This design comes from an exercise in tuning for small area on the open sky130 flow, not from production work.
Only simulation tests tie the RTL to the original design; equivalence was not proved.

==> flow/design.v, too long to show whole: its modules and the start of the top module <==
// module PS2_key: 62 lines
// module VGA_control: 27 lines
// module VGA_pixel: 127 lines
// module apple_generate: 52 lines
// module boom: 122 lines
// module score_ctrl: 26 lines
// module snake: 261 lines
// module spr_rom: 1169 lines
// module txt_rom: 43 lines
// module snake_top: 241 lines
module snake_top
(
	input clk,
	input rst_n,
	input key0,
	input ps2_clk,
	input ps2_dat,
	output vga_hsync,
	output vga_vsync,
	output vga_blank_n,
	output vga_sync_n,
	output [23:0] vga_rgb,
	output [3:0] ledg,
	output [3:0] ledr,
	output [11:0] score1,
	output [11:0] score2,
	output [1:0] game_status,
	output green_win,
	output red_win,
	output [5:0] head1_x,
	output [5:0] head1_y,
	output [5:0] head2_x,
	output [5:0] head2_y,
	output [17:0] apples_x,
	output [14:0] apples_y,
	output [2:0] apples_on
);
  // ...
==> flow/flow/run.sh <==
#!/bin/bash
# Layout flow: the standard flow (standard.sh) with these changes, none
# of which touches the registers, the constraints or the power grid:
#  - synthesis: ABC maps the logic with an area-oriented script
#    (flow/abc_map.script: deep AIG optimisation, then &nf area mapping)
#    instead of ORFS's default one, and no full/half adder cells are
#    extracted (ADDER_MAP_FILE empty); the rest of the synthesis is the standard flow's
#    own synth_recipe.tcl, so the registers are the standard synthesis's;
#  - port buffers are the smallest buffer (buf_1) instead of a delay buffer.
# Each tool's output goes to flow.log and to ORFS's own logs under orfs/.
set -euo pipefail
HERE=$(pwd)
{
  echo 'proc abc {args} {'
  echo '  set i [lsearch -exact $args -script]'
  echo "  if {\$i >= 0} { set args [lreplace \$args [expr {\$i + 1}] [expr {\$i + 1}] $HERE/flow/abc_map.script] }"
  echo '  yosys abc {*}$args'
  echo '}'
  cat synth_recipe.tcl
} > my_synth.tcl
sed -e "s#SYNTH_SCRIPT=[^ ]*#SYNTH_SCRIPT=$HERE/my_synth.tcl ADDER_MAP_FILE= 'BUFFER_PORTS_ARGS=-buffer_cell sky130_fd_sc_hd__buf_1'#" standard.sh > my_standard.sh
bash my_standard.sh > flow.log 2>&1
==> flow/flow/abc_map.script <==
strash
&get -n
&deepsyn -T 120
&dch -f
&nf -R 1000 -F 8 -C 32
&put
==> flow/standard.sh <==
#!/bin/bash
# synth_recipe.tcl (not shown) runs the flow's synth.tcl, then flattens the netlist and writes it again
# the make line also repeats each setting of config.mk as NAME=value (left out here)
make -C /OpenROAD-flow-scripts/flow DESIGN_CONFIG=/design/flow/config.mk WORK_HOME=/design/flow/orfs CLKGATE_MAP_FILE= SYNTH_SCRIPT=/design/flow/synth_recipe.tcl "${@:-finish}"
==> flow/config.mk <==
export PLATFORM = sky130hd
export DESIGN_NAME = snake_top
export DESIGN_NICKNAME = snake_top
export VERILOG_FILES = /design/flow/design.v
export SDC_FILE = /design/flow/constraint.sdc
export NUM_CORES = 8
export LEC_CHECK = 0
export CAP_MARGIN = 20
export CORE_MARGIN = 2
export CORE_UTILIZATION = 25
export CTS_BUF_LIST = sky130_fd_sc_hd__clkbuf_4
export SLEW_MARGIN = 20
export SYNTH_MEMORY_MAX_BITS = 65536
==> flow/constraint.sdc <==
create_clock -name core_clock -period 40.0 [get_ports {clk}]
set_input_delay 8.0000 -clock core_clock [delete_from_list [all_inputs] [get_ports {clk}]]
set_output_delay 8.0000 -clock core_clock [all_outputs]
set_load 0.01 [all_outputs]
==> results.py, run 1 <==
metrics = {
    "sta": {
        "fin_skew_ps": 124,
        "hold_viol": 0,
        "max_freq_mhz": 50.5,
        "setup_viol": 0,
        "relSlewSlack_pct": 17.6,
        "rsz0062_at_grt": "false",
    },
    "placement": {
        "place_ws_ps": 21870,
        "hpwl_mm": 241,
        "gp_congestion": 1.07,
        "dp_cells": 12000,
    },
    "cells_and_area": {
        "largestClassByArea": "multi-input combinational cells",
        "multi_input_area_mm2": 0.0495,
        "stdcell_count": 12200,
    },
    "route": {
        "dr_wl_met2_mm": 134,
        "wl_met3_mm": 45.8,
        "highest_layer": "met5",
    },
    "synthesis": {
        "muxShareOfSynthArea_pct": 4.08,
        "synth_cell_types": 78,
        "yosysWarnings": 18,
        "synthTopCellsByCount": "xnor2_1 (1,130), nor2_1 (998), nand2_1 (882)",
        "netlist.area_leader.share_pct": 16.1,
        "syn_area_per_cell_um2": 7.35,
        "synth_xor_area_share_pct": 24.4,
    },
    "global_route": {
        "grt_max_degree": 77,
        "met3_usage_pct": 8.01,
    },
    "setup_path": {
        "startpoint": "u_vga_t.vb[1]",
        "critical_path_class": "reg2out",
        "timing.rr.end": "u_s2.cn[1]",
        "arrival_ps": 11800,
        "crit_path_max_incr_delay_ps": 880,
    },
    "die": {
        "fp-row-count": 182,
        "fp.dieH_um": 500,
    },
    "status": {
        "status": "finished clean",
    },
}
==> module VGA_pixel, before the edit <==
module VGA_pixel
(
	input clk,
	input rst_n,
	input [1:0] st,
	input flash_done,
	input rwin,
	input en,
	input [9:0] ha,
	input [9:0] vb,
	input [5:0] px,
	input [4:0] py,
	input [5:0] ax1, input [4:0] ay1,
	input [5:0] ax2, input [4:0] ay2,
	input [5:0] ax3, input [4:0] ay3,
	input [2:0] aon,
	input [5:0] bx1, input [4:0] by1, input bdisp1,
	input [5:0] c1x, input [5:0] c1y, input [5:0] c1a, input [5:0] c1b,
	input [5:0] c1c, input [5:0] c1d, input [1:0] c1dir, input [2:0] out1,
	input [5:0] bx2, input [4:0] by2, input bdisp2,
	input [5:0] c2x, input [5:0] c2y, input [5:0] c2a, input [5:0] c2b,
	input [5:0] c2c, input [5:0] c2d, input [1:0] c2dir, input [2:0] out2,
	input pm1, input [3:0] pimg1,
	input pm2, input [3:0] pimg2,
	output logic [23:0] rgb
);
	localparam [1:0] UP = 2'd0, DOWN = 2'd1, LEFT = 2'd2, RIGHT = 2'd3;
	localparam [2:0] C_BLACK = 3'd0, C_RED = 3'd1, C_GREEN = 3'd2, C_APPLE = 3'd3,
	                 C_BOOM = 3'd4, C_SNK1 = 3'd5, C_SNK2 = 3'd6;
	function automatic logic proj(input [5:0] x, input [4:0] y,
		input [5:0] bx, input [5:0] by, input [5:0] ba, input [5:0] bb,
		input [5:0] bc, input [5:0] bd, input [1:0] bdir, input [2:0] o);
		logic ex, ey, xa, xb, yc, yd, p1, p2, p3;
		ex = (x == bx);
		ey = ({1'b0, y} == by);
		xa = (x == ba);
		xb = (x == bb);
		yc = ({1'b0, y} == bc);
		yd = ({1'b0, y} == bd);
		case (bdir)
			UP:    begin p1 = xa & ey; p2 = ex & yc; p3 = xb & ey; end
			DOWN:  begin p1 = xb & ey; p2 = ex & yd; p3 = xa & ey; end
			LEFT:  begin p1 = ex & yd; p2 = xa & ey; p3 = ex & yc; end
			default: begin p1 = ex & yc; p2 = xb & ey; p3 = ex & yd; end
		endcase
		proj = (p1 & ~o[0]) | (p2 & ~o[1]) | (p3 & ~o[2]);
	endfunction
	wire apple_on = (px == ax1 && py == ay1 && aon[0]) ||
	                (px == ax2 && py == ay2 && aon[1]) ||
	                (px == ax3 && py == ay3 && aon[2]);
	wire bomb1_on = bdisp1 ? (px == bx1 && py == by1)
	                       : proj(px, py, c1x, c1y, c1a, c1b, c1c, c1d, c1dir, out1);
	wire bomb2_on = bdisp2 ? (px == bx2 && py == by2)
	                       : proj(px, py, c2x, c2y, c2a, c2b, c2c, c2d, c2dir, out2);
	wire onscreen = !(en && (ha == 10'd640 || vb == 10'd480));
	wire wall = onscreen && (px == 6'd0 || py == 5'd0 || px == 6'd39 || py == 5'd29);
	wire inbox = (px >= 6'd15) && (px < 6'd25) && (py >= 5'd8) && (py < 5'd10);
	wire [7:0] tcol = 8'(ha - 10'd240);
	logic tr, tg;
	txt_rom u_txt (.row(vb[4:0]), .col(tcol), .r(tr), .g(tg));
	logic [2:0] src;
	logic [3:0] img;
	always_ff @(posedge clk)
		img <= pm1 ? pimg1 : pimg2;      
	always_ff @(posedge clk or negedge rst_n) begin
		if (!rst_n) begin
			src <= C_BLACK;
		end else begin
			if (st == 2'd0)
				src <= C_BLACK;
			else if (st != 2'd3 || !flash_done) begin
				if (apple_on) src <= C_APPLE;
				else if (bomb1_on || bomb2_on) src <= C_BOOM;
				else if (wall) src <= C_RED;
				else if (pm1) src <= C_SNK1;
				else if (pm2) src <= C_SNK2;
				else src <= C_BLACK;
			end else begin
				if (inbox && (rwin ? tr : tg)) src <= rwin ? C_RED : C_GREEN;
				else src <= C_BLACK;
			end
		end
	end
	wire en3 = (ha >= 10'd4) && (ha <= 10'd643) && (vb != 10'd0) && (vb <= 10'd480);
	wire [3:0] x1 = ha[3:0] - 4'd1;
	wire [3:0] y0 = vb[3:0];
	logic [3:0] sid;
	logic [7:0] addr;
	wire tf_yx = (img == 4'd0) | (img == 4'd4) | (img == 4'd6) | (img == 4'd8) | (img == 4'd10);
	wire tf_fy = (img == 4'd1) | (img == 4'd7) | (img == 4'd11);
	wire tf_fx = (img == 4'd3) | (img == 4'd13);
	wire [2:0] sh = (img[3:2] == 2'b00) ? 3'd0 :
	                (img == 4'd4 || img == 4'd5) ? 3'd1 :
	                (img == 4'd8) ? 3'd3 :
	                (img == 4'd6 || img == 4'd7 || img == 4'd9) ? 3'd2 : 3'd4;
	always_comb begin
		sid = 4'd0;
		addr = 8'd0;
		case (src)
			C_APPLE: begin
				sid = 4'd5;
				addr = en3 ? {vb[3:0] + 4'd1, ha[3:0] - 4'd2} : 8'h11;
			end
			C_BOOM: begin
				sid = 4'd6;
				addr = en3 ? {vb[3:0] - 4'd1, ha[3:0] - 4'd4} : 8'hFF;
			end
			default: begin
				if (tf_yx)      addr = {y0, x1};
				else if (tf_fy) addr = {4'd15 - y0, x1};
				else if (tf_fx) addr = {4'd15 - x1, y0};
				else            addr = {x1, y0};
				sid = {1'b0, sh};
			end
		endcase
	end
	logic [23:0] srgb;
	spr_rom u_spr (.sid(sid[2:0]), .red(src == C_SNK2), .addr(addr), .rgb(srgb));
	always_comb begin
		case (src)
			C_BLACK: rgb = 24'h000000;
			C_RED:   rgb = 24'hff0000;
			C_GREEN: rgb = 24'h00ff00;
			default: rgb = srgb;
		endcase
	end
endmodule
==> module txt_rom, before the edit <==
module txt_rom(input [4:0] row, input [7:0] col, output r, output g);
logic [159:0] rr, gg;
always_comb begin
  case (row)
    5'd0: begin rr = 160'h0000000000000000000000000000000000000000; gg = 160'h0000000000000000000000000000000000000000; end
    5'd1: begin rr = 160'h0000000000380000000000000000000000000000; gg = 160'h0000000000380000000000000000000000000000; end
    5'd2: begin rr = 160'h00c00000003e000003801c000020e1c018761e60; gg = 160'h0381e000003e000003801c000020e1c018761e60; end
    5'd3: begin rr = 160'h01e00000007e000003c01e002078f1f81fff1ef0; gg = 160'h03c1e000007e000003c01e002078f1f81fff1ef0; end
    5'd4: begin rr = 160'h01e0007800783c0003800f007878e1fc1c7f9cf8; gg = 160'h03c1c1c000783c0003800f007878e1fc1c7f9cf8; end
    5'd5: begin rr = 160'h03c3fffc00fffe0003800f001efffffe1c73dde0; gg = 160'h0781ffe000fffe0003800f001efffffe1c73dde0; end
    5'd6: begin rr = 160'h0783ce0001f07e00038187000feee1c01c71dfc0; gg = 160'h0703c1e001f07e00038187000feee1c01c71dfc0; end
    5'd7: begin rr = 160'h07180e0001e078000381871c07e0fdc01c71dfe0; gg = 160'h0e0381c001e078000381871c07e0fdc01c71dfe0; end
    5'd8: begin rr = 160'h0f3c0e0003c0f0000381fffe03c3ff801c71fff0; gg = 160'h1e7381c003c0f0000381fffe03c3ff801c71fff0; end
    5'd9: begin rr = 160'h1e3c0e000780e000339f801e07c79e001c7ffff8; gg = 160'h1cf381c00780e000339f801e07c79e001c7ffff8; end
    5'd10: begin rr = 160'h7ff80e000f81c1c03fff80380fc78e781ff73818; gg = 160'h38f7ffc00f81c1c03fff80380fc78e781ff73818; end
    5'd11: begin rr = 160'h7ff00e001fffffe03bbf80381fcffffc1c70383c; gg = 160'h7fe381c01fffffe03bbf80381fcffffc1c70383c; end
    5'd12: begin rr = 160'h3ee00e001f83c1c03bbff0303def0e701c7ffffe; gg = 160'h7fc003d81f83c1c03bbff0303def0e701c7ffffe; end
    5'd13: begin rr = 160'h11d80e007f83c1c03bbc780071fffff81c7e7600; gg = 160'h338003fc7f83c1c03bbc780071fffff81c7e7600; end
    5'd14: begin rr = 160'h03dc0e007783c1c03bbc703061ff0e001c70f700; gg = 160'h07fffffe7783c1c03bbc703061ff0e001c70f700; end
    5'd15: begin rr = 160'h079e0e000783c1c03bbc707803ff0e701c71f3c0; gg = 160'h0f7e1c000783c1c03bbc707803ff0e701c71f3c0; end
    5'd16: begin rr = 160'h1f0e0e000783c1c03bbc70f803e7fff81c73fdf0; gg = 160'h1e7e1c300783c1c03bbc70f803e7fff81c73fdf0; end
    5'd17: begin rr = 160'h3fff0e000783c1c03bbc71f007e70e001ff7bcfe; gg = 160'h3c7f9c380783c1c03bbc71f007e70e001ff7bcfe; end
    5'd18: begin rr = 160'h3fff0e0007ffffc03bbc73e00fe70e381c7f387e; gg = 160'h7ffbde7c07ffffc03bbc73e00fe70e381c7f387e; end
    5'd19: begin rr = 160'h3f0f0e00078001c03ffc7f800ee7fffc1c7e38fc; gg = 160'h7fbbdef0078001c03ffc7f800ee7fffc1c7e38fc; end
    5'd20: begin rr = 160'h181e0e00078001c03bbc7e001ee700001c7ffff0; gg = 160'h38f9dfe0078001c03bbc7e001ee700001c7ffff0; end
    5'd21: begin rr = 160'h1b9c0e000780001c33a078003ce700e01c7778e0; gg = 160'h06f1ff800780001c33a078003ce700e01c7778e0; end
    5'd22: begin rr = 160'h1b8e0e000780001c03f8701c38effff01c7070e0; gg = 160'h1f78ffc00780001c03f8701c38effff01c7070e0; end
    5'd23: begin rr = 160'h19cf0e000780001c03bc701c70e7c1f0387070e0; gg = 160'h3fb9fde00780001c03bc701c70e7c1f0387070e0; end
    5'd24: begin rr = 160'h19ef0e000780001c039c701ce0e0e3c03870f0e0; gg = 160'h3bbbddf00780001c039c701ce0e0e3c03870f0e0; end
    5'd25: begin rr = 160'h39e70e000780001c03fe701c00e077803871e0e0; gg = 160'h7b9f9cfc0780001c03fe701c00e077803871e0e0; end
    5'd26: begin rr = 160'h39e70e1c0780001c3ffe701c01e03f003871c1e0; gg = 160'h73bf1c7e0780001c3ffe701c01e03f003871c1e0; end
    5'd27: begin rr = 160'h79e00e3c0780001e7f0e701c01e03f0077f3c1c0; gg = 160'hf3bf1c3c0780001e7f0e701c01e03f0077f3c1c0; end
    5'd28: begin rr = 160'h78dffffe07fffffe780c7ffe1fc1fffe77ff1fc0; gg = 160'h701ffc1807fffffe780c7ffe1fc1fffe77ff1fc0; end
    5'd29: begin rr = 160'h701e000003fffffc30007ffe0fcfe3fe61fe0fc0; gg = 160'h0000fc0003fffffc30007ffe0fcfe3fe61fe0fc0; end
    5'd30: begin rr = 160'h00000000000000000000000007ff0078e0fc0380; gg = 160'h00003800000000000000000007ff0078e0fc0380; end
    5'd31: begin rr = 160'h0000000000000000000000000000000000000000; gg = 160'h0000000000000000000000000000000000000000; end
    default: begin rr = 0; gg = 0; end
  endcase
end
wire [7:0] bi = 8'd159 - col;
assign r = rr[bi];
assign g = gg[bi];
endmodule
==> run 2, diff against run 1 <==
--- a/flow/design.v
+++ b/flow/design.v
@@ -144,9 +144,8 @@
 	wire onscreen = !(en && (ha == 10'd640 || vb == 10'd480));
 	wire wall = onscreen && (px == 6'd0 || py == 5'd0 || px == 6'd39 || py == 5'd29);
 	wire inbox = (px >= 6'd15) && (px < 6'd25) && (py >= 5'd8) && (py < 5'd10);
-	wire [7:0] tcol = 8'(ha - 10'd240);
 	logic tr, tg;
-	txt_rom u_txt (.row(vb[4:0]), .col(tcol), .r(tr), .g(tg));
+	txt_rom u_txt (.row(vb[4:0]), .hcol(ha[8:0]), .r(tr), .g(tg));
 	logic [2:0] src;
 	logic [3:0] img;
 	always_ff @(posedge clk)
@@ -1844,48 +1843,47 @@
   end
 end
 endmodule
-module txt_rom(input [4:0] row, input [7:0] col, output r, output g);
-logic [159:0] rr, gg;
+module txt_rom(input [4:0] row, input [8:0] hcol, output r, output g);
+logic [511:0] rr, gg;
 always_comb begin
   case (row)
-    5'd0: begin rr = 160'h0000000000000000000000000000000000000000; gg = 160'h0000000000000000000000000000000000000000; end
-    5'd1: begin rr = 160'h0000000000380000000000000000000000000000; gg = 160'h0000000000380000000000000000000000000000; end
-    5'd2: begin rr = 160'h00c00000003e000003801c000020e1c018761e60; gg = 160'h0381e000003e000003801c000020e1c018761e60; end
-    5'd3: begin rr = 160'h01e00000007e000003c01e002078f1f81fff1ef0; gg = 160'h03c1e000007e000003c01e002078f1f81fff1ef0; end
-    5'd4: begin rr = 160'h01e0007800783c0003800f007878e1fc1c7f9cf8; gg = 160'h03c1c1c000783c0003800f007878e1fc1c7f9cf8; end
-    5'd5: begin rr = 160'h03c3fffc00fffe0003800f001efffffe1c73dde0; gg = 160'h0781ffe000fffe0003800f001efffffe1c73dde0; end
-    5'd6: begin rr = 160'h0783ce0001f07e00038187000feee1c01c71dfc0; gg = 160'h0703c1e001f07e00038187000feee1c01c71dfc0; end
-    5'd7: begin rr = 160'h07180e0001e078000381871c07e0fdc01c71dfe0; gg = 160'h0e0381c001e078000381871c07e0fdc01c71dfe0; end
-    5'd8: begin rr = 160'h0f3c0e0003c0f0000381fffe03c3ff801c71fff0; gg = 160'h1e7381c003c0f0000381fffe03c3ff801c71fff0; end
-    5'd9: begin rr = 160'h1e3c0e000780e000339f801e07c79e001c7ffff8; gg = 160'h1cf381c00780e000339f801e07c79e001c7ffff8; end
-    5'd10: begin rr = 160'h7ff80e000f81c1c03fff80380fc78e781ff73818; gg = 160'h38f7ffc00f81c1c03fff80380fc78e781ff73818; end
-    5'd11: begin rr = 160'h7ff00e001fffffe03bbf80381fcffffc1c70383c; gg = 160'h7fe381c01fffffe03bbf80381fcffffc1c70383c; end
-    5'd12: begin rr = 160'h3ee00e001f83c1c03bbff0303def0e701c7ffffe; gg = 160'h7fc003d81f83c1c03bbff0303def0e701c7ffffe; end
-    5'd13: begin rr = 160'h11d80e007f83c1c03bbc780071fffff81c7e7600; gg = 160'h338003fc7f83c1c03bbc780071fffff81c7e7600; end
-    5'd14: begin rr = 160'h03dc0e007783c1c03bbc703061ff0e001c70f700; gg = 160'h07fffffe7783c1c03bbc703061ff0e001c70f700; end
-    5'd15: begin rr = 160'h079e0e000783c1c03bbc707803ff0e701c71f3c0; gg = 160'h0f7e1c000783c1c03bbc707803ff0e701c71f3c0; end
-    5'd16: begin rr = 160'h1f0e0e000783c1c03bbc70f803e7fff81c73fdf0; gg = 160'h1e7e1c300783c1c03bbc70f803e7fff81c73fdf0; end
-    5'd17: begin rr = 160'h3fff0e000783c1c03bbc71f007e70e001ff7bcfe; gg = 160'h3c7f9c380783c1c03bbc71f007e70e001ff7bcfe; end
-    5'd18: begin rr = 160'h3fff0e0007ffffc03bbc73e00fe70e381c7f387e; gg = 160'h7ffbde7c07ffffc03bbc73e00fe70e381c7f387e; end
-    5'd19: begin rr = 160'h3f0f0e00078001c03ffc7f800ee7fffc1c7e38fc; gg = 160'h7fbbdef0078001c03ffc7f800ee7fffc1c7e38fc; end
-    5'd20: begin rr = 160'h181e0e00078001c03bbc7e001ee700001c7ffff0; gg = 160'h38f9dfe0078001c03bbc7e001ee700001c7ffff0; end
-    5'd21: begin rr = 160'h1b9c0e000780001c33a078003ce700e01c7778e0; gg = 160'h06f1ff800780001c33a078003ce700e01c7778e0; end
-    5'd22: begin rr = 160'h1b8e0e000780001c03f8701c38effff01c7070e0; gg = 160'h1f78ffc00780001c03f8701c38effff01c7070e0; end
-    5'd23: begin rr = 160'h19cf0e000780001c03bc701c70e7c1f0387070e0; gg = 160'h3fb9fde00780001c03bc701c70e7c1f0387070e0; end
-    5'd24: begin rr = 160'h19ef0e000780001c039c701ce0e0e3c03870f0e0; gg = 160'h3bbbddf00780001c039c701ce0e0e3c03870f0e0; end
-    5'd25: begin rr = 160'h39e70e000780001c03fe701c00e077803871e0e0; gg = 160'h7b9f9cfc0780001c03fe701c00e077803871e0e0; end
-    5'd26: begin rr = 160'h39e70e1c0780001c3ffe701c01e03f003871c1e0; gg = 160'h73bf1c7e0780001c3ffe701c01e03f003871c1e0; end
-    5'd27: begin rr = 160'h79e00e3c0780001e7f0e701c01e03f0077f3c1c0; gg = 160'hf3bf1c3c0780001e7f0e701c01e03f0077f3c1c0; end
-    5'd28: begin rr = 160'h78dffffe07fffffe780c7ffe1fc1fffe77ff1fc0; gg = 160'h701ffc1807fffffe780c7ffe1fc1fffe77ff1fc0; end
-    5'd29: begin rr = 160'h701e000003fffffc30007ffe0fcfe3fe61fe0fc0; gg = 160'h0000fc0003fffffc30007ffe0fcfe3fe61fe0fc0; end
-    5'd30: begin rr = 160'h00000000000000000000000007ff0078e0fc0380; gg = 160'h00003800000000000000000007ff0078e0fc0380; end
-    5'd31: begin rr = 160'h0000000000000000000000000000000000000000; gg = 160'h0000000000000000000000000000000000000000; end
+    5'd0: begin rr = 512'h00000000000000000000000000000000000000000000000000000000000000000000000000000000000000000000000000000000000000000000000000000000; gg = 512'h00000000000000000000000000000000000000000000000000000000000000000000000000000000000000000000000000000000000000000000000000000000; end
+    5'd1: begin rr = 512'h000000000000000000000000000000000000000000000000000000001c0000000000000000000000000000000000000000000000000000000000000000000000; gg = 512'h000000000000000000000000000000000000000000000000000000001c0000000000000000000000000000000000000000000000000000000000000000000000; end
+    5'd2: begin rr = 512'h000000000000000000000000000006786e1803870400003801c000007c0000000300000000000000000000000000000000000000000000000000000000000000; gg = 512'h000000000000000000000000000006786e1803870400003801c000007c00000781c0000000000000000000000000000000000000000000000000000000000000; end
+    5'd3: begin rr = 512'h00000000000000000000000000000f78fff81f8f1e04007803c000007e0000000780000000000000000000000000000000000000000000000000000000000000; gg = 512'h00000000000000000000000000000f78fff81f8f1e04007803c000007e00000783c0000000000000000000000000000000000000000000000000000000000000; end
+    5'd4: begin rr = 512'h00000000000000000000000000001f39fe383f871e1e00f001c0003c1e001e000780000000000000000000000000000000000000000000000000000000000000; gg = 512'h00000000000000000000000000001f39fe383f871e1e00f001c0003c1e00038383c0000000000000000000000000000000000000000000000000000000000000; end
+    5'd5: begin rr = 512'h000000000000000000000000000007bbce387fffff7800f001c0007fff003fffc3c0000000000000000000000000000000000000000000000000000000000000; gg = 512'h000000000000000000000000000007bbce387fffff7800f001c0007fff0007ff81e0000000000000000000000000000000000000000000000000000000000000; end
+    5'd6: begin rr = 512'h000000000000000000000000000003fb8e38038777f000e181c0007e0f800073c1e0000000000000000000000000000000000000000000000000000000000000; gg = 512'h000000000000000000000000000003fb8e38038777f000e181c0007e0f800783c0e0000000000000000000000000000000000000000000000000000000000000; end
+    5'd7: begin rr = 512'h000000000000000000000000000007fb8e3803bf07e038e181c0001e0780007018e0000000000000000000000000000000000000000000000000000000000000; gg = 512'h000000000000000000000000000007fb8e3803bf07e038e181c0001e07800381c070000000000000000000000000000000000000000000000000000000000000; end
+    5'd8: begin rr = 512'h00000000000000000000000000000fff8e3801ffc3c07fff81c0000f03c000703cf0000000000000000000000000000000000000000000000000000000000000; gg = 512'h00000000000000000000000000000fff8e3801ffc3c07fff81c0000f03c00381ce78000000000000000000000000000000000000000000000000000000000000; end
+    5'd9: begin rr = 512'h00000000000000000000000000001ffffe380079e3e07801f9cc000701e000703c78000000000000000000000000000000000000000000000000000000000000; gg = 512'h00000000000000000000000000001ffffe380079e3e07801f9cc000701e00381cf38000000000000000000000000000000000000000000000000000000000000; end
+    5'd10: begin rr = 512'h0000000000000000000000000000181ceff81e71e3f01c01fffc038381f000701ffe000000000000000000000000000000000000000000000000000000000000; gg = 512'h0000000000000000000000000000181ceff81e71e3f01c01fffc038381f003ffef1c000000000000000000000000000000000000000000000000000000000000; end
+    5'd11: begin rr = 512'h00000000000000000000000000003c1c0e383ffff3f81c01fddc07fffff800700ffe000000000000000000000000000000000000000000000000000000000000; gg = 512'h00000000000000000000000000003c1c0e383ffff3f81c01fddc07fffff80381c7fe000000000000000000000000000000000000000000000000000000000000; end
+    5'd12: begin rr = 512'h00000000000000000000000000007ffffe380e70f7bc0c0ffddc0383c1f80070077c000000000000000000000000000000000000000000000000000000000000; gg = 512'h00000000000000000000000000007ffffe380e70f7bc0c0ffddc0383c1f81bc003fe000000000000000000000000000000000000000000000000000000000000; end
+    5'd13: begin rr = 512'h0000000000000000000000000000006e7e381fffff8e001e3ddc0383c1fe00701b88000000000000000000000000000000000000000000000000000000000000; gg = 512'h0000000000000000000000000000006e7e381fffff8e001e3ddc0383c1fe3fc001cc000000000000000000000000000000000000000000000000000000000000; end
+    5'd14: begin rr = 512'h000000000000000000000000000000ef0e380070ff860c0e3ddc0383c1ee00703bc0000000000000000000000000000000000000000000000000000000000000; gg = 512'h000000000000000000000000000000ef0e380070ff860c0e3ddc0383c1ee7fffffe0000000000000000000000000000000000000000000000000000000000000; end
+    5'd15: begin rr = 512'h000000000000000000000000000003cf8e380e70ffc01e0e3ddc0383c1e0007079e0000000000000000000000000000000000000000000000000000000000000; gg = 512'h000000000000000000000000000003cf8e380e70ffc01e0e3ddc0383c1e000387ef0000000000000000000000000000000000000000000000000000000000000; end
+    5'd16: begin rr = 512'h00000000000000000000000000000fbfce381fffe7c01f0e3ddc0383c1e0007070f8000000000000000000000000000000000000000000000000000000000000; gg = 512'h00000000000000000000000000000fbfce381fffe7c01f0e3ddc0383c1e00c387e78000000000000000000000000000000000000000000000000000000000000; end
+    5'd17: begin rr = 512'h00000000000000000000000000007f3deff80070e7e00f8e3ddc0383c1e00070fffc000000000000000000000000000000000000000000000000000000000000; gg = 512'h00000000000000000000000000007f3deff80070e7e00f8e3ddc0383c1e01c39fe3c000000000000000000000000000000000000000000000000000000000000; end
+    5'd18: begin rr = 512'h00000000000000000000000000007e1cfe381c70e7f007ce3ddc03ffffe00070fffc000000000000000000000000000000000000000000000000000000000000; gg = 512'h00000000000000000000000000007e1cfe381c70e7f007ce3ddc03ffffe03e7bdffe000000000000000000000000000000000000000000000000000000000000; end
+    5'd19: begin rr = 512'h00000000000000000000000000003f1c7e383fffe77001fe3ffc038001e00070f0fc000000000000000000000000000000000000000000000000000000000000; gg = 512'h00000000000000000000000000003f1c7e383fffe77001fe3ffc038001e00f7bddfe000000000000000000000000000000000000000000000000000000000000; end
+    5'd20: begin rr = 512'h00000000000000000000000000000ffffe380000e778007e3ddc038001e000707818000000000000000000000000000000000000000000000000000000000000; gg = 512'h00000000000000000000000000000ffffe380000e778007e3ddc038001e007fb9f1c000000000000000000000000000000000000000000000000000000000000; end
+    5'd21: begin rr = 512'h0000000000000000000000000000071eee380700e73c001e05cc380001e0007039d8000000000000000000000000000000000000000000000000000000000000; gg = 512'h0000000000000000000000000000071eee380700e73c001e05cc380001e001ff8f60000000000000000000000000000000000000000000000000000000000000; end
+    5'd22: begin rr = 512'h0000000000000000000000000000070e0e380ffff71c380e1fc0380001e0007071d8000000000000000000000000000000000000000000000000000000000000; gg = 512'h0000000000000000000000000000070e0e380ffff71c380e1fc0380001e003ff1ef8000000000000000000000000000000000000000000000000000000000000; end
+    5'd23: begin rr = 512'h0000000000000000000000000000070e0e1c0f83e70e380e3dc0380001e00070f398000000000000000000000000000000000000000000000000000000000000; gg = 512'h0000000000000000000000000000070e0e1c0f83e70e380e3dc0380001e007bf9dfc000000000000000000000000000000000000000000000000000000000000; end
+    5'd24: begin rr = 512'h0000000000000000000000000000070f0e1c03c70707380e39c0380001e00070f798000000000000000000000000000000000000000000000000000000000000; gg = 512'h0000000000000000000000000000070f0e1c03c70707380e39c0380001e00fbbdddc000000000000000000000000000000000000000000000000000000000000; end
+    5'd25: begin rr = 512'h000000000000000000000000000007078e1c01ee0700380e7fc0380001e00070e79c000000000000000000000000000000000000000000000000000000000000; gg = 512'h000000000000000000000000000007078e1c01ee0700380e7fc0380001e03f39f9de000000000000000000000000000000000000000000000000000000000000; end
+    5'd26: begin rr = 512'h000000000000000000000000000007838e1c00fc0780380e7ffc380001e03870e79c000000000000000000000000000000000000000000000000000000000000; gg = 512'h000000000000000000000000000007838e1c00fc0780380e7ffc380001e07e38fdce000000000000000000000000000000000000000000000000000000000000; end
+    5'd27: begin rr = 512'h00000000000000000000000000000383cfee00fc0780380e70fe780001e03c70079e000000000000000000000000000000000000000000000000000000000000; gg = 512'h00000000000000000000000000000383cfee00fc0780380e70fe780001e03c38fdcf000000000000000000000000000000000000000000000000000000000000; end
+    5'd28: begin rr = 512'h000000000000000000000000000003f8ffee7fff83f87ffe301e7fffffe07ffffb1e000000000000000000000000000000000000000000000000000000000000; gg = 512'h000000000000000000000000000003f8ffee7fff83f87ffe301e7fffffe0183ff80e000000000000000000000000000000000000000000000000000000000000; end
+    5'd29: begin rr = 512'h000000000000000000000000000003f07f867fc7f3f07ffe000c3fffffc00000780e000000000000000000000000000000000000000000000000000000000000; gg = 512'h000000000000000000000000000003f07f867fc7f3f07ffe000c3fffffc0003f0000000000000000000000000000000000000000000000000000000000000000; end
+    5'd30: begin rr = 512'h000000000000000000000000000001c03f071e00ffe0000000000000000000000000000000000000000000000000000000000000000000000000000000000000; gg = 512'h000000000000000000000000000001c03f071e00ffe00000000000000000001c0000000000000000000000000000000000000000000000000000000000000000; end
+    5'd31: begin rr = 512'h00000000000000000000000000000000000000000000000000000000000000000000000000000000000000000000000000000000000000000000000000000000; gg = 512'h00000000000000000000000000000000000000000000000000000000000000000000000000000000000000000000000000000000000000000000000000000000; end
     default: begin rr = 0; gg = 0; end
   endcase
 end
-wire [7:0] bi = 8'd159 - col;
-assign r = rr[bi];
-assign g = gg[bi];
+assign r = rr[hcol];
+assign g = gg[hcol];
 endmodule
 module snake_top
 (
--- a/flow/config.mk
+++ b/flow/config.mk
@@ -8,6 +8,5 @@
 export CAP_MARGIN = 20
 export CORE_MARGIN = 2
 export CORE_UTILIZATION = 25
-export CTS_BUF_LIST = sky130_fd_sc_hd__clkbuf_4
 export SLEW_MARGIN = 20
 export SYNTH_MEMORY_MAX_BITS = 65536
==> results.py, run 2 <==
metrics = {
    "cells_and_area": {
        "top_regs": "scnt x32, u_bm1.cnt x32, u_bm2.cnt x32",
        "layout.nets": 8564,
        "final_cell_mix": "xnor2_1 (1,067), nor2_1 (870), nand2_1 (794)",
        "stdcell_count": 11800,
        "multi_input_area_mm2": 0.0483,
        "drive_gt1_share_pct": 6.48,
        "fill_cells": 26500,
        "seqCellArea_mm2": 0.0116,
        "synthToLayoutAreaGrowth_pct": 14.7,
        "fin_area_mm2": 0.0694,
        "final_common_cell": "xnor2_1",
    },
    "sta": {
        "rsz0062_at_grt": "false",
        "drv_slew": 0,
        "fin_crit_sh_pct": 45.3,
        "worst_pin_slew_ps": 1180,
        "relSlewSlack_pct": 20.1,
        "max_freq_mhz": 55.2,
        "fin_skew_ps": 50.3,
        "setup_viol": 0,
        "hold-worst-slack_ps": 361,
        "final.setup.worst_slack_ps": 21900,
        "min_period_ps": 18100,
        "hold_viol": 0,
        "tns_ps": 0,
    },
    "global_route": {
        "use_met1_pct": 32.2,
        "grt_max_degree": 84,
        "met3_usage_pct": 7.62,
        "antenna_found_initial": 14,
        "grtUsageTotal_pct": 24.3,
        "grt_first_pass_wirelength_mm": 450,
        "grt_pass1_vias": 64300,
        "gr-total-overflow": 0,
        "grt-busiest-layer": "met2",
        "grt_use_met2_pct": 34.6,
    },
    "setup_path": {
        "critPathCaptureType": "output pin",
        "cp.required_ps": 32000,
        "cp_max_fo": 49,
        "crit_path_max_incr_delay_ps": 760,
        "arrival_ps": 10100,
        "cp_slowest_cell": "nor2_1",
        "critical_path_class": "reg2out",
        "cp-start-kind": "register",
        "crit_path_frequent_cell": "nand2_1",
    },
    "synthesis": {
        "synthCells": 8105,
        "synthesis.area_mm2": 0.0605,
        "netlist.area_leader.share_pct": 15.6,
        "syn_area_per_cell_um2": 7.46,
        "synthFlopType": "dfrtp_1",
        "synthTopCellsByCount": "xnor2_1 (1,080), nor2_1 (872), nand2_1 (805)",
        "yosysMostFrequentCell": "xnor2_1",
        "ys_ff_latch": 473,
        "yosysWarnings": 18,
        "synth.yosys.seq_area_share_pct": 19.2,
        "synthArstFlopShare_pct": 61.5,
        "synth_cell_types": 76,
        "yosys-top-cells-area": "xnor2_1 (16%), dfrtp_1 (9.6%), xor2_1 (8.7%)",
        "synth_top_cell_by_area": "xnor2_1",
        "synth_edf_count": 60,
    },
    "cts": {
        "cts.reportedPaths.clkPinSlew_ps": 60,
        "tritoncts": "yes",
        "cts_buffers": 58,
        "htreeDepth": 2,
        "cts_buffer_depth": 3,
        "worstSkewPairLatency_ps": 720,
        "postCtsSetupBuffers": 0,
        "postCtsHoldBufs": 0,
        "cts_resized": 0,
        "clockRootBuffer": "clkbuf_16",
        "cts_num_sinks": 473,
    },
    "die": {
        "die_area_mm2": 0.246,
        "core_region_area_mm2": 0.241,
        "io_pins": 129,
        "die_x_um": 496,
        "fp-row-count": 180,
        "fp.dieH_um": 496,
        "start_util_pct": 25.2,
    },
    "route": {
        "wl_per_cell_um": 26.5,
        "drtIter0Drc": 10400,
        "routed_wl_mm": 313,
        "vias_per_cell": 6.01,
        "drc": 0,
        "vias": 70900,
        "ant_nets": 0,
        "drtPass1Iterations": 7,
    },
    "placement": {
        "place_ws_ps": 22920,
        "gp_congestion": 1.07,
        "dp_cells": 11700,
        "dpl_cell_area_mm2": 0.0673,
        "hpwl_mm": 228,
        "portBuffers": 119,
    },
    "worst_hold_path": {
        "hp-class": "reg2reg",
    },
    "status": {
        "status": "finished clean",
    },
    "run": {
        "cap_violations": 0,
    },
}
-- run 2: cell count changes in the layout (fill, tap and decap cells not counted), moves of 20 or more --
cell,delta
clkbuf_16,+60
a21oi_1,-20
mux2i_1,-25
clkinv_1,-22
nand2_1,-77
xnor2_1,-39
buf_4,+22
mux4_2,+21
clkbuf_4,-217
nand4_1,-31
nor2b_1,+33
nor2_1,-127
-- run 2: metal layers --
metal / up-vias / share of wire (%)
met2: 5027 / 40
met4: 6 / 6.6
met5: - / 0.013
met3: 1003 / 14
met1: 33600 / 40
li1: 31300 / -
-- run 2: final cells by class --
| cell class | instances | share of cell area [%] |
|---|---|---|
| tap | 3185 | 5.75 |
| antenna | 8 | 0.0289 |
| clock buffer | 79 | 2.35 |
| clock inverter | 31 | 0.548 |
| timing repair buffer | 402 | 3.72 |
| multi-input combinational | 7409 | 69.7 |
| inverter | 215 | 1.16 |
| sequential | 473 | 16.7 |
-- run 2: worst paths after layout --
path | start | to | slack (ps) | depth (start not counted)
setup / recovery | u_vga_t.ha[0] | vga_rgb[1] | 21900 | 30
hold / removal | u_ps2.kd0 | u_ps2.kd1 | 360 | 0
setup reg to reg | u_s1.l0[1] | u_s1.cn[0] | 23870 | 42
hold reg to reg | u_ps2.kd0 | u_ps2.kd1 | 360 | 0
max in group asynchronous | rst_n | rwin | 30650 | 3
min in group asynchronous | rst_n | u_ap2.ax[0] | 7260 | 1
-- run 2: worst max-delay path, delay by kind of cell, from the launching register on --
family | cells | cell delay [ps]
and+or+nand+nor | 12 | 4180
AOI/OAI and AO/OA | 11 | 2680
buffers and inverters | 7 | 2060
DFF | 1 | 510
-- run 2: cell families (layout without fill, tap and decap cells) --
logic type	Yosys count	after routing	share of synthesized area [%]
AO/OA/AOI/OAI	2541	2541	27.1
XOR/XNOR	1683	1683	24.4
adder cells (fa/ha/maj)	15	15	0.248
buffers and inverters	231	727	1.53
flip-flops	473	473	19.2
multiplexers	213	213	4.64
other	1	17	0.00620
AND/OR/NAND/NOR	2948	2948	22.9
-- run 2: stage by stage --
stage | util, %
2_1_floorplan | -
3_3_place_gp | 28.0
3_5_place_dp | 28.0
4_1_cts | 28.8
5_1_grt | 28.8
6_report | 28.8
==> run 3, diff against run 2 <==
--- a/flow/config.mk
+++ b/flow/config.mk
@@ -8,5 +8,7 @@
 export CAP_MARGIN = 20
 export CORE_MARGIN = 2
 export CORE_UTILIZATION = 25
+export CTS_CLUSTER_DIAMETER = 90
+export CTS_CLUSTER_SIZE = 28
 export SLEW_MARGIN = 20
 export SYNTH_MEMORY_MAX_BITS = 65536
==> results.py, run 3 <==
metrics = {
    "route": {
        "vias_per_cell": 6.01,
        "ant_nets": 0,
        "drc": 0,
        "routed_wl_mm": 312,
        "vias": 70700,
        "drtPass1Iterations": 10,
        "wl_per_cell_um": 26.5,
        "drtIter0Drc": 10400,
    },
    "cells_and_area": {
        "final_common_cell": "xnor2_1",
        "fin_area_mm2": 0.0688,
        "final_cell_mix": "xnor2_1 (1,067), nor2_1 (870), nand2_1 (794)",
        "top_regs": "scnt x32, u_bm1.cnt x32, u_bm2.cnt x32",
        "drive_gt1_share_pct": 6.16,
        "layout.nets": 8544,
        "synthToLayoutAreaGrowth_pct": 13.7,
    },
    "setup_path": {
        "cp-start-kind": "register",
        "r2r_start": "u_s1.l0[1]",
        "cp_top_family": "simple AND/OR/NAND/NOR gates",
        "cp.required_ps": 32000,
        "critPathCaptureType": "output pin",
        "critical_path_class": "reg2out",
        "cp_slowest_cell": "nor2_1",
        "cp_max_fo": 49,
        "critical_path_buf_inv_count": 7,
        "crit_path_max_incr_delay_ps": 760,
        "arrival_ps": 10200,
        "rrSetupSlack_ps": 23800,
        "crit_path_frequent_cell": "nand2_1",
        "startpoint": "u_vga_t.ha[0]",
    },
    "cts": {
        "postCtsHoldBufs": 0,
        "clockRootBuffer": "clkbuf_16",
        "tritoncts": "yes",
        "cts_buffer_depth": 3,
        "cts.reportedPaths.clkPinSlew_ps": 100,
        "cts_buffers": 38,
        "cts_resized": 0,
        "htreeDepth": 2,
        "cts_num_sinks": 473,
        "worstSkewPairLatency_ps": 700,
        "postCtsSetupBuffers": 0,
    },
    "sta": {
        "drv_slew": 0,
        "rsz0062_at_grt": "false",
        "worst_pin_slew_ps": 1250,
        "hold_viol": 0,
        "fin_crit_sh_pct": 45.5,
        "relSlewSlack_pct": 15.8,
        "fin_skew_ps": 92.8,
        "setup_viol": 0,
        "max_freq_mhz": 55.0,
        "min_period_ps": 18200,
        "tns_ps": 0,
    },
    "synthesis": {
        "synthesis.area_mm2": 0.0605,
        "synth_top_cell_by_area": "xnor2_1",
        "yosysMostFrequentCell": "xnor2_1",
        "synthArstFlopShare_pct": 61.5,
        "syn_area_per_cell_um2": 7.46,
        "synthCells": 8105,
        "ys_ff_latch": 473,
        "netlist.area_leader.share_pct": 15.6,
        "synth.yosys.seq_area_share_pct": 19.2,
        "yosys-top-cells-area": "xnor2_1 (16%), dfrtp_1 (9.6%), xor2_1 (8.7%)",
        "synthTopCellsByCount": "xnor2_1 (1,080), nor2_1 (872), nand2_1 (805)",
        "synthFlopType": "dfrtp_1",
        "yosysWarnings": 18,
        "synth_cell_types": 76,
        "synth_edf_count": 60,
    },
    "die": {
        "die_x_um": 496,
        "die_area_mm2": 0.246,
        "core_region_area_mm2": 0.241,
        "fp.dieH_um": 496,
        "fp-row-count": 180,
        "start_util_pct": 25.2,
        "io_pins": 129,
    },
    "global_route": {
        "antenna_found_initial": 12,
        "grt_max_degree": 84,
        "gr-total-overflow": 0,
        "grt_pass1_vias": 64000,
        "grt_first_pass_wirelength_mm": 449,
        "grtUsageTotal_pct": 24.2,
    },
    "placement": {
        "gp_congestion": 1.07,
        "portBuffers": 119,
        "dpl_cell_area_mm2": 0.0673,
        "hpwl_mm": 228,
    },
    "run": {
        "cap_violations": 0,
    },
    "status": {
        "status": "finished clean",
    },
    "worst_hold_path": {
        "hp-class": "reg2reg",
        "min_from": "u_ps2.kd0",
    },
}
[run 3: logic make-up (layout without fill, tap and decap cells)]
family / after synthesis / in the layout / share of synthesized area [%]
simple gates: 2948 / 2948 / 22.9
flops: 473 / 473 / 19.2
mux: 213 / 213 / 4.64
fa+ha+maj: 15 / 15 / 0.248
buf+inv: 231 / 687 / 1.53
other cells: 1 / 16 / 0.00620
xor+xnor: 1683 / 1683 / 24.4
compound gates: 2541 / 2541 / 27.1
[run 3: cell type report]
type                    count  area (um^2)
fillers                 26500       172000
well taps                3185         3990
clock inverters            27          460
clock buffers              43          991
multi-input cells        7409        48300
inverters                 215          807
diodes                      7         17.5
flip-flops and latches    473        11600
repair buffers            402         2580
[run 3: worst reg2reg max path, delay by kind of cell (launching register included)]
kind	cells	cell delay [ps]
flops	1	910
compound gates	7	1980
xor+xnor	21	10390
simple gates	12	2300
buf+inv	1	490
[run 3: final timing paths]
check / endpoint / cells past startpoint
setup reg to reg: u_s1.cn[3] / 41
max in group asynchronous: rwin / 3
min in group asynchronous: u_ap3.ax[2] / 1
setup / recovery: vga_rgb[1] / 30
hold / removal: u_ps2.kd1 / 0
hold reg to reg: u_ps2.kd1 / 0
[run 3: per-layer routing]
metal / vias to the layer above / GRT usage (%) / part of all wire (%)
li1: 31200 / - / -
met1: 33500 / 32.3 / 40
met2: 4960 / 34.4 / 40
met3: 954 / 7.39 / 14
met4: 8 / 13.4 / 6.5
met5: - / 0 / 0.078
[run 3: through the flow]
step / hold WS [ps] / setup slack (ps) / cells / utilization (%)
5_1_grt: 372 / 21340 / 11800 / 28.6
2_1_floorplan: 345 / 23990 / 8113 / -
6_report: 370 / 21800 / 11800 / 28.6
3_3_place_gp: 353 / 22920 / 11700 / 28.0
3_5_place_dp: 357 / 22920 / 11700 / 28.0
4_1_cts: 372 / 22250 / 11800 / 28.6
==> run 4, diff against run 3 <==
--- a/flow/config.mk
+++ b/flow/config.mk
@@ -7,7 +7,7 @@
 export LEC_CHECK = 0
 export CAP_MARGIN = 20
 export CORE_MARGIN = 2
-export CORE_UTILIZATION = 25
+export CORE_UTILIZATION = 40
 export CTS_CLUSTER_DIAMETER = 90
 export CTS_CLUSTER_SIZE = 28
 export SLEW_MARGIN = 20
==> results.py, run 4 <==
metrics = {
    "die": {
        "start_util_pct": 40.3,
        "io_pins": 129,
        "core_region_area_mm2": 0.150,
        "die_area_mm2": 0.154,
        "fp-row-count": 142,
        "fp.dieH_um": 393,
        "die_x_um": 393,
    },
    "cts": {
        "cts_resized": 0,
        "cts_buffer_depth": 3,
        "clockRootBuffer": "clkbuf_16",
        "cts_buffers": 35,
        "postCtsHoldBufs": 0,
        "cts_num_sinks": 473,
        "htreeDepth": 2,
        "cts.reportedPaths.clkPinSlew_ps": 100,
        "postCtsSetupBuffers": 0,
        "worstSkewPairLatency_ps": 670,
        "tritoncts": "yes",
    },
    "route": {
        "ant_nets": 0,
        "drc": 0,
        "wl_per_cell_um": 30.7,
        "drtPass1Iterations": 14,
        "routed_wl_mm": 325,
        "vias": 72400,
        "vias_per_cell": 6.84,
        "drtIter0Drc": 11100,
    },
    "synthesis": {
        "synthCells": 8105,
        "synthFlopType": "dfrtp_1",
        "netlist.area_leader.share_pct": 15.6,
        "synthArstFlopShare_pct": 61.5,
        "synthTopCellsByCount": "xnor2_1 (1,080), nor2_1 (872), nand2_1 (805)",
        "yosysMostFrequentCell": "xnor2_1",
        "yosysWarnings": 18,
        "synth_edf_count": 60,
        "ys_ff_latch": 473,
        "yosys-top-cells-area": "xnor2_1 (16%), dfrtp_1 (9.6%), xor2_1 (8.7%)",
        "synth_cell_types": 76,
        "synth.yosys.seq_area_share_pct": 19.2,
        "synth_top_cell_by_area": "xnor2_1",
        "syn_area_per_cell_um2": 7.46,
        "synthesis.area_mm2": 0.0605,
    },
    "sta": {
        "worst_pin_slew_ps": 1300,
        "rsz0062_at_grt": "false",
        "setup_viol": 0,
        "hold_viol": 0,
        "drv_slew": 0,
        "min_period_ps": 19030,
        "fin_skew_ps": 70.4,
        "fin_crit_sh_pct": 47.6,
        "relSlewSlack_pct": 12.2,
        "max_freq_mhz": 52.5,
        "tns_ps": 0,
    },
    "setup_path": {
        "rr_worst_depth": 42,
        "cp-start-kind": "register",
        "critical_path_class": "reg2out",
        "timing.rr.end": "u_s1.cn[0]",
        "rrSetupSlack_ps": 24280,
        "critPathCaptureType": "output pin",
        "cp_slowest_cell": "o311ai_0",
        "critical_path_buf_inv_count": 5,
        "cp_max_fo": 49,
        "crit_path_frequent_cell": "nand2_1",
        "crit_path_max_incr_delay_ps": 810,
        "startpoint": "u_vga_t.ha[0]",
        "cp.required_ps": 32000,
        "arrival_ps": 11030,
        "r2r_start": "u_s1.l0[1]",
        "cp_top_family": "compound AO/OA/AOI/OAI gates",
    },
    "status": {
        "status": "finished clean",
    },
    "worst_hold_path": {
        "holdPathStages": 0,
        "min_from": "u_ps2.kd0",
        "hp-class": "reg2reg",
        "hold-path-endpoint": "u_ps2.kd1",
    },
    "global_route": {
        "gr-total-overflow": 0,
        "antenna_found_initial": 17,
        "grtUsageTotal_pct": 40.6,
        "grt_first_pass_wirelength_mm": 464,
        "grt_pass1_vias": 66600,
        "grt_max_degree": 142,
    },
    "run": {
        "cap_violations": 0,
    },
    "cells_and_area": {
        "utilization_pct": 44.8,
        "final_cell_mix": "xnor2_1 (1,067), nor2_1 (870), nand2_1 (794)",
        "final_common_cell": "xnor2_1",
        "layout.nets": 8542,
        "drive_gt1_share_pct": 6.07,
        "top_regs": "scnt x32, u_bm1.cnt x32, u_bm2.cnt x32",
        "synthToLayoutAreaGrowth_pct": 11.1,
    },
    "placement": {
        "hpwl_mm": 234,
        "portBuffers": 119,
        "gp_congestion": 1.10,
    },
}
==> run 4: cell type report <==
| type | count | area [um^2] |
|---|---|---|
| Antenna cell | 15 | 37.5 |
| Clock buffer | 42 | 923 |
| Clock inverter | 22 | 345 |
| Fill cell | 15400 | 82700 |
| Inverter | 215 | 807 |
| Multi-Input combinational cell | 7409 | 48300 |
| Sequential cell | 473 | 11600 |
| Tap cell | 2016 | 2520 |
| Timing Repair Buffer | 403 | 2640 |
==> run 4: how the worst max path moves through the flow <==
stage	to	slack [ps]	depth (start not counted)
5_1_grt	vga_rgb[16]	20230	32
4_1_cts	vga_rgb[16]	21200	32
3_5_place_dp	vga_rgb[16]	21880	32
3_3_place_gp	vga_rgb[16]	21380	32
6_report	vga_rgb[16]	20970	32
2_1_floorplan	vga_rgb[1]	23990	25
==> run 4: metal layers <==
layer | vias up | GRT usage (%) | part of all wire (%)
li1 | 31300 | - | -
met1 | 34300 | 50.4 | 37
met2 | 5416 | 59.0 | 41
met3 | 1406 | 13.4 | 14
met4 | 18 | 28.2 | 8.7
met5 | - | 0 | 0.069
==> run 4: cell families (layout without fill, tap and decap cells) <==
family / after synthesis / count (layout) / share of synthesized area (%)
xor gates and xnor gates: 1683 / 1683 / 24.4
AOI/OAI and AO/OA: 2541 / 2541 / 27.1
other: 1 / 24 / 0.00620
adders and majority gates: 15 / 15 / 0.248
and+or+nand+nor: 2948 / 2948 / 22.9
DFF: 473 / 473 / 19.2
muxes: 213 / 213 / 4.64
buffers and inverters: 231 / 682 / 1.53
==> run 4: metrics by stage <==
stage / std cells / worst slack (ps) / instance area [um^2] / hold WS [ps]
floorplan: 8113 / 23990 / 60500 / 345
global placement: 10500 / 21380 / 65800 / 348
detailed placement: 10500 / 21880 / 65900 / 348
CTS: 10600 / 21200 / 67100 / 363
global route: 10600 / 20230 / 67200 / 372
finish: 10600 / 20970 / 67200 / 362
==> run 5, diff against run 4 <==
--- a/flow/flow/run.sh
+++ b/flow/flow/run.sh
@@ -2,7 +2,7 @@
 # Layout flow: the standard flow (standard.sh) with these changes, none
 # of which touches the registers, the constraints or the power grid:
 #  - synthesis: ABC maps the logic with an area-oriented script
-#    (flow/abc_map.script: deep AIG optimisation, then &nf area mapping)
+#    (flow/abc_map.script: deep AIG optimisation, then amap area mapping)
 #    instead of ORFS's default one, and no full/half adder cells are
 #    extracted (ADDER_MAP_FILE empty); the rest of the synthesis is the standard flow's
 #    own synth_recipe.tcl, so the registers are the standard synthesis's;
==> flow/flow/abc_map.script (replaced) <==
strash
&get -n
&deepsyn -T 120
&put
dch
amap
--- a/flow/config.mk
+++ b/flow/config.mk
@@ -7,8 +7,6 @@
 export LEC_CHECK = 0
 export CAP_MARGIN = 20
 export CORE_MARGIN = 2
-export CORE_UTILIZATION = 40
-export CTS_CLUSTER_DIAMETER = 90
-export CTS_CLUSTER_SIZE = 28
+export CORE_UTILIZATION = 25
 export SLEW_MARGIN = 20
 export SYNTH_MEMORY_MAX_BITS = 65536
==> results.py, run 5 <==
metrics = {
    "setup_path": {
        "arrival_ps": 20070,
        "critPathCaptureType": "register",
        "crit_path_max_incr_delay_ps": 1030,
        "crit_path_frequent_cell": "clkinv_1",
        "cp_max_fo": 11,
        "cp_num_cells": 49,
        "critical_path_buf_inv_count": 17,
        "rr_worst_depth": 49,
        "cp_slowest_cell": "a2111oi_2",
        "cp_top_family": "compound AO/OA/AOI/OAI gates",
        "cp-start-kind": "register",
        "cp.required_ps": 40670,
        "critical_path_class": "reg2reg",
    },
    "placement": {
        "portBuffers": 119,
        "hpwl_mm": 316,
        "dp_cells": 13000,
        "gp_congestion": 1.09,
    },
    "synthesis": {
        "netlist.area_leader.share_pct": 13.9,
        "syn_area_per_cell_um2": 6.33,
        "synthArstFlopShare_pct": 61.5,
        "yosys-top-cells-area": "o22ai_1 (14%), nor2_1 (11%), clkinv_1 (9.8%)",
        "yosysMostFrequentCell": "nor2_1",
        "synthFlopType": "dfrtp_1",
        "synth_edf_count": 60,
        "yosysWarnings": 18,
        "ys_ff_latch": 473,
        "synthCells": 9380,
        "synth_top_cell_by_area": "o22ai_1",
        "synth.yosys.seq_area_share_pct": 19.6,
        "synthesis.area_mm2": 0.0593,
        "synth_cell_types": 66,
        "synthTopCellsByCount": "nor2_1 (1,706), clkinv_1 (1,552), o22ai_1 (1,320)",
    },
    "cells_and_area": {
        "top_regs": "scnt x32, u_bm1.cnt x32, u_bm2.cnt x32",
        "stdcell_count": 13100,
        "seqCellArea_mm2": 0.0116,
        "multi_input_area_mm2": 0.0422,
        "layout.nets": 9898,
        "final_cell_mix": "nor2_1 (1,690), clkinv_1 (1,544), o22ai_1 (1,312)",
        "drive_gt1_share_pct": 5.76,
        "final_common_cell": "nor2_1",
        "synthToLayoutAreaGrowth_pct": 15.9,
        "fill_cells": 26700,
    },
    "die": {
        "die_x_um": 491,
        "fp.dieH_um": 491,
        "start_util_pct": 25.2,
        "die_area_mm2": 0.241,
        "fp-row-count": 178,
        "core_region_area_mm2": 0.236,
        "io_pins": 129,
    },
    "cts": {
        "postCtsHoldBufs": 0,
        "cts_num_sinks": 473,
        "clockRootBuffer": "clkbuf_16",
        "cts_buffers": 61,
        "cts_buffer_depth": 3,
        "cts.reportedPaths.clkPinSlew_ps": 70,
        "htreeDepth": 2,
        "worstSkewPairLatency_ps": 840,
        "tritoncts": "yes",
        "cts_resized": 0,
        "postCtsSetupBuffers": 0,
    },
    "sta": {
        "max_freq_mhz": 51.6,
        "min_period_ps": 19400,
        "fin_skew_ps": 145,
        "drv_slew": 0,
        "setup_viol": 0,
        "rsz0062_at_grt": "false",
        "tns_ps": 0,
        "worst_pin_slew_ps": 1330,
        "hold_viol": 0,
        "relSlewSlack_pct": 9.25,
        "fin_crit_sh_pct": 48.5,
    },
    "route": {
        "vias": 88500,
        "drtPass1Iterations": 14,
        "vias_per_cell": 6.74,
        "drc": 0,
        "routed_wl_mm": 434,
        "wl_per_cell_um": 33.1,
        "drtIter0Drc": 15900,
        "ant_nets": 0,
    },
    "global_route": {
        "grt_first_pass_wirelength_mm": 599,
        "grt_max_degree": 146,
        "grtUsageTotal_pct": 33.9,
        "gr-total-overflow": 0,
        "antenna_found_initial": 29,
        "grt_pass1_vias": 78900,
    },
    "worst_hold_path": {
        "hp-class": "reg2reg",
        "holdPathStages": 0,
    },
    "status": {
        "status": "finished clean",
    },
    "run": {
        "cap_violations": 0,
    },
}
[run 5: cell count changes after synthesis, moves of 275 or more]
| cell | delta |
|---|---|
| o221ai_1 | +275 |
| xor2_1 | -603 |
| clkinv_1 | +1337 |
| o22ai_1 | +1184 |
| nor2_1 | +834 |
| xnor2_1 | -1080 |
[run 5: cell families (layout without fill, tap and decap cells)]
logic type	after synthesis	count (layout)	share of synthesized area [%]
AO/OA/AOI/OAI	4197	4197	47.6
AND/OR/NAND/NOR	3141	3141	22.9
buffers and inverters	1568	2126	10.0
flip-flops	473	473	19.6
other	1	40	0.00632
[run 5: per-layer routing]
| metal | GRT usage, % | share of wire, % | up-vias | wire length (um) |
|---|---|---|---|---|
| li1 | - | - | 37800 | - |
| met1 | 40.3 | 35 | 40800 | 154000 |
| met2 | 47.7 | 39 | 7590 | 169000 |
| met3 | 13.4 | 15 | 2292 | 64700 |
| met4 | 28.1 | 11 | 36 | 46000 |
| met5 | 0.377 | 0.097 | - | 423 |
[run 5: path summary, 6_finish.rpt]
check / startpoint / to / slack, ps
max: u_s2.l0[1] / u_pix.img[1] / 20600
min: u_ps2.kd0 / u_ps2.kd1 / 360
max reg2reg: u_s2.l0[1] / u_pix.img[1] / 20600
min reg2reg: u_ps2.kd0 / u_ps2.kd1 / 360
max in group asynchronous: rst_n / u_ap2.tm[2] / 30020
min in group asynchronous: rst_n / u_bm1.cy[3] / 7150
[run 5: stage by stage]
| step | hold WS (ps) | worst slack (ps) | utilization, % | cell area (um^2) |
|---|---|---|---|---|
| finish | 357 | 20600 | 29.2 | 68800 |
| global route | 359 | 19700 | 29.2 | 68700 |
| CTS | 359 | 21330 | 29.1 | 68600 |
| detailed placement | 350 | 21970 | 28.2 | 66500 |
| global placement | 348 | 21730 | 28.2 | 66500 |
| floorplan | 345 | 23480 | - | 59400 |
[run 5: cell type report]
| cell class | instances | share of cell area [%] |
|---|---|---|
| multi-input cells | 7347 | 61.3 |
| flip-flops and latches | 473 | 16.9 |
| inverters | 1552 | 8.47 |
| well taps | 3150 | 5.73 |
| repair buffers | 458 | 4.45 |
| clock buffers | 93 | 2.69 |
| clock inverters | 23 | 0.311 |
| diodes | 31 | 0.113 |
==> run 6, diff against run 5 <==
==> flow/flow/run.sh (replaced) <==
#!/bin/bash
# Layout flow: the standard flow (standard.sh) with these changes, none
# of which touches the registers, the constraints or the power grid:
#  - synthesis: ABC maps the logic with area-oriented scripts instead of
#    ORFS's default one. Several scripts are tried on the same logic (deep
#    AIG optimisation with different random seeds, then &nf or amap area
#    mapping; see the *.script files written below) and the mapping with the
#    smallest cell area is kept. No full/half adder cells are extracted
#    (ADDER_MAP_FILE empty). The rest of the synthesis is the standard flow's own
#    synth_recipe.tcl, so the registers are the standard synthesis's.
#  - port buffers are the smallest buffer (buf_1) instead of a delay buffer.
# Each tool's output goes to flow.log and to ORFS's own logs under orfs/.
set -euo pipefail
HERE=$(pwd)
mkdir -p abc
n=0
for s in 1 2 3; do
  for m in nf amap; do
    n=$((n + 1))
    {
      echo strash
      echo '&get -n'
      echo "&deepsyn -T 90 -S $s"
      if [ $m = nf ]; then
        printf '%s\n' '&dch -f' '&nf -R 1000 -F 8 -C 32' '&put'
      else
        printf '%s\n' '&put' 'dch' 'amap'
      fi
    } > abc/map$n.script
  done
done
{
  echo 'proc abc {args} {'
  echo '  set i [lsearch -exact $args -script]'
  echo '  set j [lsearch -exact $args -liberty]'
  echo '  set lib [lindex $args [expr {$j + 1}]]'
  echo '  yosys design -save pre_abc'
  echo '  set best_area 1e30'
  echo "  foreach s [lsort [glob $HERE/abc/map*.script]] {"
  echo '    yosys design -load pre_abc'
  echo '    yosys abc {*}[lreplace $args [expr {$i + 1}] [expr {$i + 1}] $s]'
  echo '    set st [tee -q -s result.string stat -liberty $lib]'
  echo '    regexp {Chip area for [^:]*: *([0-9.]+)} $st -> area'
  echo '    puts "ABC candidate $s: area $area"'
  echo '    if {$area < $best_area} { set best_area $area; yosys design -save best_abc }'
  echo '  }'
  echo '  yosys design -load best_abc'
  echo '  puts "ABC kept area $best_area"'
  echo '}'
  cat synth_recipe.tcl
} > my_synth.tcl
sed -e "s#SYNTH_SCRIPT=[^ ]*#SYNTH_SCRIPT=$HERE/my_synth.tcl ADDER_MAP_FILE= 'BUFFER_PORTS_ARGS=-buffer_cell sky130_fd_sc_hd__buf_1'#" standard.sh > my_standard.sh
bash my_standard.sh > flow.log 2>&1
removed: flow/flow/abc_map.script
==> results.py, run 6 <==
metrics = {
    "placement": {
        "portBuffers": 119,
        "place_ws_ps": 20220,
        "gp_congestion": 1.11,
    },
    "route": {
        "drtPass1Iterations": 22,
        "routed_wl_mm": 441,
        "ant_nets": 0,
        "drc": 0,
        "vias_per_cell": 6.84,
        "drtIter0Drc": 16200,
    },
    "setup_path": {
        "rrSetupSlack_ps": 19800,
        "crit_path_frequent_cell": "nor2_1",
        "critical_path_buf_inv_count": 10,
        "critPathCaptureType": "output pin",
        "cp_slowest_cell": "nor2_1",
        "cp-start-kind": "register",
        "cp_top_family": "simple AND/OR/NAND/NOR gates",
        "crit_path_max_incr_delay_ps": 670,
    },
    "global_route": {
        "grt_pass1_vias": 78200,
        "grt_first_pass_wirelength_mm": 605,
        "grt_max_degree": 149,
        "grtUsageTotal_pct": 35.3,
        "gr-total-overflow": 0,
        "antenna_found_initial": 42,
    },
    "synthesis": {
        "yosysMostFrequentCell": "nor2_1",
        "synth_xor_area_share_pct": 0,
        "synth.yosys.seq_area_share_pct": 19.8,
        "synth_edf_count": 60,
        "ys_ff_latch": 473,
        "synth_top_family_by_area": "compound AO/OA/AOI/OAI gates",
        "synthesis.area_mm2": 0.0586,
        "synthCells": 9166,
        "synth_fa_ha_area_share_pct": 0,
        "synthArstFlopShare_pct": 61.5,
        "netlist.area_leader.share_pct": 13.9,
        "synth_compound_area_share_pct": 48.0,
        "synthTopCellsByCount": "nor2_1 (1,573), clkinv_1 (1,503), o22ai_1 (1,306)",
    },
    "sta": {
        "final.setup.worst_slack_ps": 18810,
        "setup_viol": 0,
        "max_freq_mhz": 47.2,
        "drv_slew": 0,
        "rsz0062_at_grt": "false",
        "tns_ps": 0,
        "relSlewSlack_pct": 3.32,
        "hold-worst-slack_ps": 357,
        "min_period_ps": 21190,
        "hold_viol": 0,
        "fin_skew_ps": 104,
    },
    "cells_and_area": {
        "layout.nets": 9703,
        "synthToLayoutAreaGrowth_pct": 16.4,
        "final_cell_mix": "nor2_1 (1,557), clkinv_1 (1,495), o22ai_1 (1,292)",
        "drive_gt1_share_pct": 6.09,
        "multi_input_area_mm2": 0.0417,
        "seqCellArea_mm2": 0.0116,
        "fill_cells": 26300,
        "top_regs": "scnt x32, u_bm1.cnt x32, u_bm2.cnt x32",
    },
    "cts": {
        "cts_resized": 0,
        "htreeDepth": 2,
        "postCtsHoldBufs": 0,
        "tritoncts": "yes",
        "cts_buffers": 60,
        "postCtsSetupBuffers": 0,
    },
    "status": {
        "status": "finished clean",
    },
    "die": {
        "start_util_pct": 25.2,
        "io_pins": 129,
        "fp.dieH_um": 488,
        "fp-row-count": 177,
        "core_region_area_mm2": 0.233,
        "die_x_um": 488,
    },
}
run 6: routing by layer:
| layer | track usage, % | routed length [um] | up-vias |
|---|---|---|---|
| li1 | - | - | 37300 |
| met1 | 41.1 | 155000 | 40500 |
| met2 | 49.0 | 169000 | 7930 |
| met3 | 15.1 | 67100 | 2524 |
| met4 | 30.5 | 49900 | 28 |
| met5 | 0.225 | 306 | - |
run 6: area by class of cell:
cell class / instances / share of cell area, %
Multi-Input combinational cell: 7182 / 61.1
Sequential cell: 473 / 17.0
Inverter: 1503 / 8.27
Tap cell: 3132 / 5.74
Timing Repair Buffer: 478 / 4.67
Clock buffer: 82 / 2.58
Clock inverter: 32 / 0.541
Antenna cell: 34 / 0.125
run 6: through the flow:
stage	std cells	instance area, um^2
final	12900	68300
after global placement	12800	65900
after floorplan	9174	58700
after global routing	12900	68200
after detailed placement	12800	65900
after CTS	12900	68000
run 6: worst paths after layout:
kind	start	depth (start not counted)	to
setup / recovery	u_vga_t.vb[0]	44	vga_rgb[17]
hold / removal	u_ps2.kd0	0	u_ps2.kd1
setup reg to reg	u_s1.l0[0]	60	u_s1.cn[0]
hold reg to reg	u_ps2.kd0	0	u_ps2.kd1
max in group asynchronous	rst_n	4	u_vga_t.vb[9]
min in group asynchronous	rst_n	1	u_bm1.d[0]
run 6: logic make-up after synthesis:
| group | Yosys count |
|---|---|
| AOI/OAI and AO/OA | 4157 |
| and+or+nand+nor | 3016 |
| buffers and inverters | 1519 |
| DFF | 473 |
| other | 1 |

==> port drivers added, routing unchanged <==
The results above use ideal ports. As a check the final layouts listed here were re-extracted and re-timed, cells and wires unchanged.
Step 1 (the two cells are an assumption about what drives the block):
set clk [get_ports {clk}]
set_driving_cell -lib_cell sky130_fd_sc_hd__clkbuf_16 $clk
set_driving_cell -lib_cell sky130_fd_sc_hd__buf_2 [delete_from_list [all_inputs] $clk]
Step 2 also shifts input and output timing later by t, the mid clock arrival at the registers, as if the neighbouring blocks saw the same clock.
a / b / c = no drivers / after step 1 / after step 2; a / b = the first two.
| run | shift t [ns] | setup WS [ns] | clock arrival spread, ns | pins driven straight from the clock port |
|---|---|---|---|---|
| run 1 | 1.244 | 20.196 / 20.114 / 21.358 | 0.127 / 0.127 | 1 |
| run 2 | 0.777 | 21.897 / 21.812 / 22.589 | 0.054 / 0.054 | 1 |
| run 3 | 0.742 | 21.803 / 21.717 / 22.459 | 0.096 / 0.096 | 1 |
| run 4 | 0.726 | 20.967 / 20.878 / 21.604 | 0.071 / 0.070 | 1 |
| run 5 | 0.846 | 20.604 / 20.604 / 20.604 | 0.146 / 0.146 | 1 |
| run 6 | 0.832 | 18.815 / 18.716 / 19.548 | 0.113 / 0.114 | 1 |
After both steps setup and hold are still met in every run listed.
